Background: an optimization exercise with open tools, aiming at small area. Do not read the settings as production practice.
RTL that was checked went through simulation tests only; none was proved equivalent to the original.

==> inputs of job 3256 <==
// axi4_mux
module axi4_mux #(
    parameter int AW = 16,
    parameter int AXI_ID_WIDTH = 4,
    parameter int AXI_DATA_WIDTH = 32,
    parameter int RR_PRIO_NUMBER = 4,
    parameter int FIXED_PRIO_NUMBER = 2,
    localparam int INPUT_NUMBER = RR_PRIO_NUMBER + FIXED_PRIO_NUMBER
) (
    input logic clk,
    input logic rst_n,
    input  logic [INPUT_NUMBER-1:0][AXI_ID_WIDTH-1:0] in_aw_id,
    input  logic [INPUT_NUMBER-1:0][          AW-1:0] in_aw_addr,
    input  logic [INPUT_NUMBER-1:0][             7:0] in_aw_len,
    input  logic [INPUT_NUMBER-1:0][             2:0] in_aw_size,
    input  logic [INPUT_NUMBER-1:0][             1:0] in_aw_burst,
    input  logic [INPUT_NUMBER-1:0]                   in_aw_valid,
    output logic [INPUT_NUMBER-1:0]                   in_aw_ready,
    input  logic [INPUT_NUMBER-1:0][    AXI_DATA_WIDTH-1:0] in_w_data,
    input  logic [INPUT_NUMBER-1:0][(AXI_DATA_WIDTH/8)-1:0] in_w_strb,
    input  logic [INPUT_NUMBER-1:0]                         in_w_last,
    input  logic [INPUT_NUMBER-1:0]                         in_w_valid,
    output logic [INPUT_NUMBER-1:0]                         in_w_ready,
    output logic [INPUT_NUMBER-1:0][AXI_ID_WIDTH-1:0] in_b_id,
    output logic [INPUT_NUMBER-1:0][             1:0] in_b_resp,
    output logic [INPUT_NUMBER-1:0]                   in_b_valid,
    input  logic [INPUT_NUMBER-1:0]                   in_b_ready,
    input  logic [INPUT_NUMBER-1:0][AXI_ID_WIDTH-1:0] in_ar_id,
    input  logic [INPUT_NUMBER-1:0][          AW-1:0] in_ar_addr,
    input  logic [INPUT_NUMBER-1:0][             7:0] in_ar_len,
    input  logic [INPUT_NUMBER-1:0][             2:0] in_ar_size,
    input  logic [INPUT_NUMBER-1:0][             1:0] in_ar_burst,
    input  logic [INPUT_NUMBER-1:0]                   in_ar_valid,
    output logic [INPUT_NUMBER-1:0]                   in_ar_ready,
    output logic [INPUT_NUMBER-1:0][  AXI_ID_WIDTH-1:0] in_r_id,
    output logic [INPUT_NUMBER-1:0][AXI_DATA_WIDTH-1:0] in_r_data,
    output logic [INPUT_NUMBER-1:0][               1:0] in_r_resp,
    output logic [INPUT_NUMBER-1:0]                     in_r_last,
    output logic [INPUT_NUMBER-1:0]                     in_r_valid,
    input  logic [INPUT_NUMBER-1:0]                     in_r_ready,
    output logic [AXI_ID_WIDTH-1:0] out_aw_id,
    output logic [          AW-1:0] out_aw_addr,
    output logic [             7:0] out_aw_len,
    output logic [             2:0] out_aw_size,
    output logic [             1:0] out_aw_burst,
    output logic                    out_aw_valid,
    input  logic                    out_aw_ready,
    output logic [    AXI_DATA_WIDTH-1:0] out_w_data,
    output logic [(AXI_DATA_WIDTH/8)-1:0] out_w_strb,
    output logic                          out_w_last,
    output logic                          out_w_valid,
    input  logic                          out_w_ready,
    input  logic [AXI_ID_WIDTH-1:0] out_b_id,
    input  logic [             1:0] out_b_resp,
    input  logic                    out_b_valid,
    output logic                    out_b_ready,
    output logic [AXI_ID_WIDTH-1:0] out_ar_id,
    output logic [          AW-1:0] out_ar_addr,
    output logic [             7:0] out_ar_len,
    output logic [             2:0] out_ar_size,
    output logic [             1:0] out_ar_burst,
    output logic                    out_ar_valid,
    input  logic                    out_ar_ready,
    input  logic [  AXI_ID_WIDTH-1:0] out_r_id,
    input  logic [AXI_DATA_WIDTH-1:0] out_r_data,
    input  logic [               1:0] out_r_resp,
    input  logic                      out_r_last,
    input  logic                      out_r_valid,
    output logic                      out_r_ready
);
==> module axi4_mux_r_arb, before the edit <==
module axi4_mux_r_arb #(
    parameter int RR_PRIO_NUMBER = 4,
    parameter int FIXED_PRIO_NUMBER = 1,
    localparam int INPUT_NUMBER = RR_PRIO_NUMBER + FIXED_PRIO_NUMBER
) (
    input logic clk,
    input logic rst_n,
    input logic [INPUT_NUMBER-1:0] in_ar_valid,
    input logic out_ar_ready,
    input logic out_r_last,
    input logic out_r_valid,
    input logic out_r_ready,
    output logic [INPUT_NUMBER-1:0] sel
);
  logic done;
  assign done = out_r_valid & out_r_ready & out_r_last;
  axi4_mux_arb_core #(
      .RR_PRIO_NUMBER(RR_PRIO_NUMBER),
      .FIXED_PRIO_NUMBER(FIXED_PRIO_NUMBER)
  ) core (
      .clk  (clk),
      .rst_n(rst_n),
      .valid(in_ar_valid),
      .ready(out_ar_ready),
      .done (done),
      .sel  (sel)
  );
endmodule
==> module axi4_mux_arb_core, before the edit <==
module axi4_mux_arb_core #(
    parameter int RR_PRIO_NUMBER = 4,
    parameter int FIXED_PRIO_NUMBER = 1,
    localparam int INPUT_NUMBER = RR_PRIO_NUMBER + FIXED_PRIO_NUMBER
) (
    input logic clk,
    input logic rst_n,
    input logic [INPUT_NUMBER-1:0] valid,
    input logic                    ready,
    input logic                    done,
    output logic [INPUT_NUMBER-1:0] sel
);
  localparam int PW = $clog2(RR_PRIO_NUMBER);
  logic [INPUT_NUMBER-1:0] sel_r;
  logic [PW-1:0] last_grant;
  logic [RR_PRIO_NUMBER-1:0] rr_v, rr_gnt;
  logic [FIXED_PRIO_NUMBER-1:0] fixed_v, fixed_gnt;
  logic [PW-1:0] rr_idx;
  logic rr_any, busy, keep, load, step;
  logic [INPUT_NUMBER-1:0] grant_comb;
  assign {rr_v, fixed_v} = valid;
  assign rr_any = |rr_v;
  assign busy = |sel_r;
  always_comb begin
    rr_gnt = '0;
    rr_idx = '0;
    for (int q = 0; q < RR_PRIO_NUMBER; q++) begin
      if (last_grant == q[PW-1:0]) begin
        for (int i = RR_PRIO_NUMBER; i >= 1; i--) begin
          if (rr_v[(q+i)%RR_PRIO_NUMBER]) begin
            rr_gnt = '0;
            rr_gnt[(q+i)%RR_PRIO_NUMBER] = 1'b1;
            rr_idx = PW'((q + i) % RR_PRIO_NUMBER);
          end
        end
      end
    end
  end
  always_comb begin
    fixed_gnt = '0;
    for (int i = FIXED_PRIO_NUMBER - 1; i >= 0; i--) begin
      if (fixed_v[i]) begin
        fixed_gnt = '0;
        fixed_gnt[i] = 1'b1;
      end
    end
  end
  assign grant_comb = rr_any ? {rr_gnt, {FIXED_PRIO_NUMBER{1'b0}}} :
                               {{RR_PRIO_NUMBER{1'b0}}, fixed_gnt};
  assign keep = rst_n & ~done;
  assign load = rst_n & ~busy & ready;
  assign step = ready & rr_any;
  logic [INPUT_NUMBER-1:0] sel_n;
  for (genvar i = 0; i < INPUT_NUMBER; i++) begin : gen_sel
    axi4_mux_ao22 next (
        .a(sel_r[i]),
        .b(keep),
        .c(grant_comb[i]),
        .d(load),
        .y(sel_n[i])
    );
  end
  always_ff @(posedge clk) begin
    sel_r      <= sel_n;
    last_grant <= {PW{rst_n}} & (step ? rr_idx : last_grant);
  end
  assign sel = sel_r;
endmodule
==> module axi4_mux_ao22, before the edit <==
module axi4_mux_ao22 (
    input  logic a,
    input  logic b,
    input  logic c,
    input  logic d,
    output logic y
);
  assign y = (a & b) | (c & d);
endmodule
==> module axi4_mux_w_arb, before the edit <==
module axi4_mux_w_arb #(
    parameter int RR_PRIO_NUMBER = 4,
    parameter int FIXED_PRIO_NUMBER = 1,
    localparam int INPUT_NUMBER = RR_PRIO_NUMBER + FIXED_PRIO_NUMBER
) (
    input logic clk,
    input logic rst_n,
    input logic [INPUT_NUMBER-1:0] in_aw_valid,
    input logic out_aw_ready,
    input logic out_b_valid,
    input logic out_b_ready,
    output logic [INPUT_NUMBER-1:0] sel
);
  axi4_mux_arb_core #(
      .RR_PRIO_NUMBER(RR_PRIO_NUMBER),
      .FIXED_PRIO_NUMBER(FIXED_PRIO_NUMBER)
  ) core (
      .clk  (clk),
      .rst_n(rst_n),
      .valid(in_aw_valid),
      .ready(out_aw_ready),
      .done (out_b_valid & out_b_ready),
      .sel  (sel)
  );
endmodule
clock: 6.0 ns
lec_check: 0
cap_margin: 20
core_area: 5 5 380 380
cts_buf_list: sky130_fd_sc_hd__clkbuf_4 sky130_fd_sc_hd__clkbuf_8
die_area: 0 0 385 385
slew_margin: 20
synth_hierarchical: 1
synth_minimum_keep_size: 0
standard.sh (not shown) runs the stock make flow with config.mk's settings and CLKGATE_MAP_FILE= SYNTH_SCRIPT=/design/flow/synth_recipe.tcl, a recipe that flattens the netlist after the stock synthesis.
==> flow/flow/run.sh <==
#!/bin/bash
# The standard layout, with the smallest buffer cell on the ports.
set -euo pipefail
export BUFFER_PORTS_ARGS="-buffer_cell sky130_fd_sc_hd__buf_1"
bash standard.sh finish > standard_finish.log 2>&1
==> job 1711: changes against job 3256 <==
--- a/flow/design.v
+++ b/flow/design.v
@@ -1 +1,53 @@
+module fixed_pri_arbiter_linear #(
+    parameter N = 32
+) (
+    input  logic [N-1:0] req,
+    output logic [N-1:0] gnt
+);
+  logic [N-1:0] higher_pri_req;
+  assign higher_pri_req[0] = 1'b0;   
+  generate
+    for (genvar i = 0; i < N - 1; i++) begin : gen_prefix
+      assign higher_pri_req[i+1] = higher_pri_req[i] | req[i];
+    end
+  endgenerate
+  assign gnt = req & ~higher_pri_req;
+endmodule
+module rr_arbiter_linear_scan #(
+    parameter int N = 32
+) (
+    input logic clk,
+    input logic rst_n,
+    input  logic [N-1:0] req,
+    output logic [N-1:0] gnt    
+);
+  logic [$clog2(N)-1:0] last_grant;
+  logic [$clog2(N)-1:0] grant_idx;
+  logic [N-1:0] gnt_q[N];
+  always_ff @(posedge clk) begin
+    if (!rst_n) begin
+      last_grant <= '0;
+    end else if (|req) begin
+      last_grant <= grant_idx;
+    end
+  end
+  always_comb begin
+    for (int q = 0; q < N; q++) begin
+      logic found;
+      found = 1'b0;
+      gnt_q[q] = '0;
+      for (int i = 0; i < N; i++) begin
+        if (!found && req[(q+1+i)%N]) begin
+          gnt_q[q][(q+1+i)%N] = 1'b1;
+          found = 1'b1;
+        end
+      end
+    end
+  end
+  assign gnt = gnt_q[last_grant];
+  always_comb begin
+    grant_idx = '0;
+    for (int i = 0; i < N; i++) if (gnt[i]) grant_idx |= i[$clog2(N)-1:0];
+  end
+endmodule
 module axi4_mux_r_arb #(
@@ -14,92 +66,36 @@
 );
-  logic done;
-  assign done = out_r_valid & out_r_ready & out_r_last;
-  axi4_mux_arb_core #(
-      .RR_PRIO_NUMBER(RR_PRIO_NUMBER),
-      .FIXED_PRIO_NUMBER(FIXED_PRIO_NUMBER)
-  ) core (
-      .clk  (clk),
-      .rst_n(rst_n),
-      .valid(in_ar_valid),
-      .ready(out_ar_ready),
-      .done (done),
-      .sel  (sel)
-  );
-endmodule
-module axi4_mux_arb_core #(
-    parameter int RR_PRIO_NUMBER = 4,
-    parameter int FIXED_PRIO_NUMBER = 1,
-    localparam int INPUT_NUMBER = RR_PRIO_NUMBER + FIXED_PRIO_NUMBER
-) (
-    input logic clk,
-    input logic rst_n,
-    input logic [INPUT_NUMBER-1:0] valid,
-    input logic                    ready,
-    input logic                    done,
-    output logic [INPUT_NUMBER-1:0] sel
-);
-  localparam int PW = $clog2(RR_PRIO_NUMBER);
   logic [INPUT_NUMBER-1:0] sel_r;
-  logic [PW-1:0] last_grant;
-  logic [RR_PRIO_NUMBER-1:0] rr_v, rr_gnt;
-  logic [FIXED_PRIO_NUMBER-1:0] fixed_v, fixed_gnt;
-  logic [PW-1:0] rr_idx;
-  logic rr_any, busy, keep, load, step;
+  logic [RR_PRIO_NUMBER-1:0] rr_req, rr_gnt;
+  logic [FIXED_PRIO_NUMBER-1:0] fixed_req, fixed_gnt;
+  logic busy, done;
   logic [INPUT_NUMBER-1:0] grant_comb;
-  assign {rr_v, fixed_v} = valid;
-  assign rr_any = |rr_v;
-  assign busy = |sel_r;
-  always_comb begin
-    rr_gnt = '0;
-    rr_idx = '0;
-    for (int q = 0; q < RR_PRIO_NUMBER; q++) begin
-      if (last_grant == q[PW-1:0]) begin
-        for (int i = RR_PRIO_NUMBER; i >= 1; i--) begin
-          if (rr_v[(q+i)%RR_PRIO_NUMBER]) begin
-            rr_gnt = '0;
-            rr_gnt[(q+i)%RR_PRIO_NUMBER] = 1'b1;
-            rr_idx = PW'((q + i) % RR_PRIO_NUMBER);
-          end
-        end
-      end
-    end
-  end
-  always_comb begin
-    fixed_gnt = '0;
-    for (int i = FIXED_PRIO_NUMBER - 1; i >= 0; i--) begin
-      if (fixed_v[i]) begin
-        fixed_gnt = '0;
-        fixed_gnt[i] = 1'b1;
-      end
-    end
-  end
-  assign grant_comb = rr_any ? {rr_gnt, {FIXED_PRIO_NUMBER{1'b0}}} :
-                               {{RR_PRIO_NUMBER{1'b0}}, fixed_gnt};
-  assign keep = rst_n & ~done;
-  assign load = rst_n & ~busy & ready;
-  assign step = ready & rr_any;
-  logic [INPUT_NUMBER-1:0] sel_n;
-  for (genvar i = 0; i < INPUT_NUMBER; i++) begin : gen_sel
-    axi4_mux_ao22 next (
-        .a(sel_r[i]),
-        .b(keep),
-        .c(grant_comb[i]),
-        .d(load),
-        .y(sel_n[i])
-    );
-  end
   always_ff @(posedge clk) begin
-    sel_r      <= sel_n;
-    last_grant <= {PW{rst_n}} & (step ? rr_idx : last_grant);
+    if (!rst_n) begin
+      sel_r <= '0;
+    end else if (busy) begin
+      if (done) sel_r <= '0;
+    end else begin
+      sel_r <= grant_comb;
+    end
   end
+  assign {rr_req, fixed_req} = in_ar_valid & {INPUT_NUMBER{out_ar_ready}};
+  assign busy = |sel_r;
+  assign done = out_r_valid & out_r_ready & out_r_last;
+  assign grant_comb = (|rr_req) ? {rr_gnt, {FIXED_PRIO_NUMBER{1'b0}}} :
+                                  {{RR_PRIO_NUMBER{1'b0}}, fixed_gnt};
   assign sel = sel_r;
-endmodule
-module axi4_mux_ao22 (
-    input  logic a,
-    input  logic b,
-    input  logic c,
-    input  logic d,
-    output logic y
-);
-  assign y = (a & b) | (c & d);
+  fixed_pri_arbiter_linear #(
+      .N(FIXED_PRIO_NUMBER)
+  ) fixed_pri_arbiter (
+      .req(fixed_req),
+      .gnt(fixed_gnt)
+  );
+  rr_arbiter_linear_scan #(
+      .N(RR_PRIO_NUMBER)
+  ) rr_arbiter (
+      .clk  (clk),
+      .rst_n(rst_n),
+      .req  (rr_req),
+      .gnt  (rr_gnt)
+  );
 endmodule
@@ -180,12 +176,35 @@
 );
-  axi4_mux_arb_core #(
-      .RR_PRIO_NUMBER(RR_PRIO_NUMBER),
-      .FIXED_PRIO_NUMBER(FIXED_PRIO_NUMBER)
-  ) core (
+  logic [INPUT_NUMBER-1:0] sel_r;
+  logic [RR_PRIO_NUMBER-1:0] rr_req, rr_gnt;
+  logic [FIXED_PRIO_NUMBER-1:0] fixed_req, fixed_gnt;
+  logic busy, done;
+  logic [INPUT_NUMBER-1:0] grant_comb;
+  always_ff @(posedge clk) begin
+    if (!rst_n) begin
+      sel_r <= '0;
+    end else if (busy) begin
+      if (done) sel_r <= '0;
+    end else begin
+      sel_r <= grant_comb;
+    end
+  end
+  assign {rr_req, fixed_req} = in_aw_valid & {INPUT_NUMBER{out_aw_ready}};
+  assign busy = |sel_r;
+  assign done = out_b_valid & out_b_ready;
+  assign grant_comb = (|rr_req) ? {rr_gnt, {FIXED_PRIO_NUMBER{1'b0}}} :
+                                  {{RR_PRIO_NUMBER{1'b0}}, fixed_gnt};
+  assign sel = sel_r;
+  fixed_pri_arbiter_linear #(
+      .N(FIXED_PRIO_NUMBER)
+  ) fixed_pri_arbiter (
+      .req(fixed_req),
+      .gnt(fixed_gnt)
+  );
+  rr_arbiter_linear_scan #(
+      .N(RR_PRIO_NUMBER)
+  ) rr_arbiter (
       .clk  (clk),
       .rst_n(rst_n),
-      .valid(in_aw_valid),
-      .ready(out_aw_ready),
-      .done (out_b_valid & out_b_ready),
-      .sel  (sel)
+      .req  (rr_req),
+      .gnt  (rr_gnt)
   );
Settings changed: CORE_AREA 5 5 380 380 to 5 5 435 435, CTS_BUF_LIST sky130_fd_sc_hd__clkbuf_4 sky130_fd_sc_hd__clkbuf_8 to unset, DIE_AREA 0 0 385 385 to 0 0 440 440.
==> job 3322: changes against job 3256 <==
--- a/flow/design.v
+++ b/flow/design.v
@@ -41,38 +41,28 @@
   localparam int PW = $clog2(RR_PRIO_NUMBER);
-  logic [INPUT_NUMBER-1:0] sel_r;
+  localparam int RR_BASE = 2 ** $clog2(FIXED_PRIO_NUMBER + 1);
+  localparam int CW = $clog2(RR_BASE + RR_PRIO_NUMBER);
+  logic [CW-1:0] code_r, code_n, grant_code;
   logic [PW-1:0] last_grant;
   logic [RR_PRIO_NUMBER-1:0] rr_v, rr_gnt;
-  logic [FIXED_PRIO_NUMBER-1:0] fixed_v, fixed_gnt;
+  logic [FIXED_PRIO_NUMBER-1:0] fixed_v;
   logic [PW-1:0] rr_idx;
   logic rr_any, busy, keep, load, step;
-  logic [INPUT_NUMBER-1:0] grant_comb;
   assign {rr_v, fixed_v} = valid;
   assign rr_any = |rr_v;
-  assign busy = |sel_r;
+  assign busy = |code_r;
+  logic [RR_PRIO_NUMBER-1:0] rr_mask, rr_hi, rr_hi_gnt, rr_lo_gnt;
   always_comb begin
-    rr_gnt = '0;
+    for (int k = 0; k < RR_PRIO_NUMBER; k++) rr_mask[k] = (k > last_grant);
+    rr_hi = rr_v & rr_mask;
+    rr_hi_gnt = rr_hi & ~(rr_hi - 1'b1);
+    rr_lo_gnt = rr_v & ~(rr_v - 1'b1);
+    rr_gnt = (|rr_hi) ? rr_hi_gnt : rr_lo_gnt;
     rr_idx = '0;
-    for (int q = 0; q < RR_PRIO_NUMBER; q++) begin
-      if (last_grant == q[PW-1:0]) begin
-        for (int i = RR_PRIO_NUMBER; i >= 1; i--) begin
-          if (rr_v[(q+i)%RR_PRIO_NUMBER]) begin
-            rr_gnt = '0;
-            rr_gnt[(q+i)%RR_PRIO_NUMBER] = 1'b1;
-            rr_idx = PW'((q + i) % RR_PRIO_NUMBER);
-          end
-        end
-      end
-    end
+    for (int k = 0; k < RR_PRIO_NUMBER; k++) if (rr_gnt[k]) rr_idx |= PW'(k);
   end
   always_comb begin
-    fixed_gnt = '0;
-    for (int i = FIXED_PRIO_NUMBER - 1; i >= 0; i--) begin
-      if (fixed_v[i]) begin
-        fixed_gnt = '0;
-        fixed_gnt[i] = 1'b1;
-      end
-    end
+    grant_code = '0;
+    for (int i = FIXED_PRIO_NUMBER - 1; i >= 0; i--) if (fixed_v[i]) grant_code = CW'(i + 1);
+    if (rr_any) grant_code = CW'(RR_BASE) | CW'(rr_idx);
   end
-  assign grant_comb = rr_any ? {rr_gnt, {FIXED_PRIO_NUMBER{1'b0}}} :
-                               {{RR_PRIO_NUMBER{1'b0}}, fixed_gnt};
   assign keep = rst_n & ~done;
@@ -80,10 +70,9 @@
   assign step = ready & rr_any;
-  logic [INPUT_NUMBER-1:0] sel_n;
-  for (genvar i = 0; i < INPUT_NUMBER; i++) begin : gen_sel
+  for (genvar b = 0; b < CW; b++) begin : gen_code
     axi4_mux_ao22 next (
-        .a(sel_r[i]),
+        .a(code_r[b]),
         .b(keep),
-        .c(grant_comb[i]),
+        .c(grant_code[b]),
         .d(load),
-        .y(sel_n[i])
+        .y(code_n[b])
     );
@@ -91,6 +80,11 @@
   always_ff @(posedge clk) begin
-    sel_r      <= sel_n;
+    code_r     <= code_n;
     last_grant <= {PW{rst_n}} & (step ? rr_idx : last_grant);
   end
-  assign sel = sel_r;
+  always_comb begin
+    for (int i = 0; i < INPUT_NUMBER; i++) begin
+      if (i < FIXED_PRIO_NUMBER) sel[i] = (code_r == CW'(i + 1));
+      else sel[i] = (code_r == CW'(RR_BASE + i - FIXED_PRIO_NUMBER));
+    end
+  end
 endmodule
Settings changed: CTS_BUF_LIST sky130_fd_sc_hd__clkbuf_4 sky130_fd_sc_hd__clkbuf_8 to sky130_fd_sc_hd__clkbuf_2 sky130_fd_sc_hd__clkbuf_4 sky130_fd_sc_hd__clkbuf_8, PLACE_DENSITY set to 0.95, SLEW_MARGIN 20 to 30.
==> summary of the runs <==
- Job 3256 finished clean. Job 1711 ran to the end with no violations. Job 3322 finished with timing, DRC and antenna clean.
- Die area is the same in job 3322 and job 3256.
- Of job 3322 and job 1711, job 1711 has the higher non-clock buffer count (gap 2).
- In job 3322 the setup slack is lower than in job 1711, by 150 ps.
- Cell area, lowest first: job 3322, job 3256, job 1711.
- Synthesized cell count, lowest first: job 3322, job 3256, job 1711.
- Of job 3322 and job 1711, job 3322 has the higher global-route usage (gap 0.63 points).
- Fmax, highest first: job 3256, job 1711, job 3322.
The RTL of job 3256 was laid out without a check of its function.

-- separate check: timing with driven ports --
Ports are ideal in the flow. The routed layouts listed here were re-timed in OpenROAD.
Step 1 sets driving cells, clkbuf_16 on the clock port and buf_2 on the other inputs (assumed; they add their load-dependent delay and slew).
Step 2 also shifts input and output timing later by t, the mid clock arrival at the registers, as if the neighbouring blocks saw the same clock.
a / b / c = ideal ports / drivers / drivers and shift; a / b = the first two.
run | shift t [ns] | setup slack, ns | hold slack, ns
job 3256 | 0.323 | 1.997 / 1.935 / 2.096 | 0.539 / 0.539 / 0.539
job 1711 | 0.301 | 1.921 / 1.886 / 2.068 | 0.582 / 0.582 / 0.582
job 3322 | 0.331 | 1.770 / 1.705 / 2.036 | 0.527 / 0.527 / 0.527
After both steps every run listed still meets setup and hold.
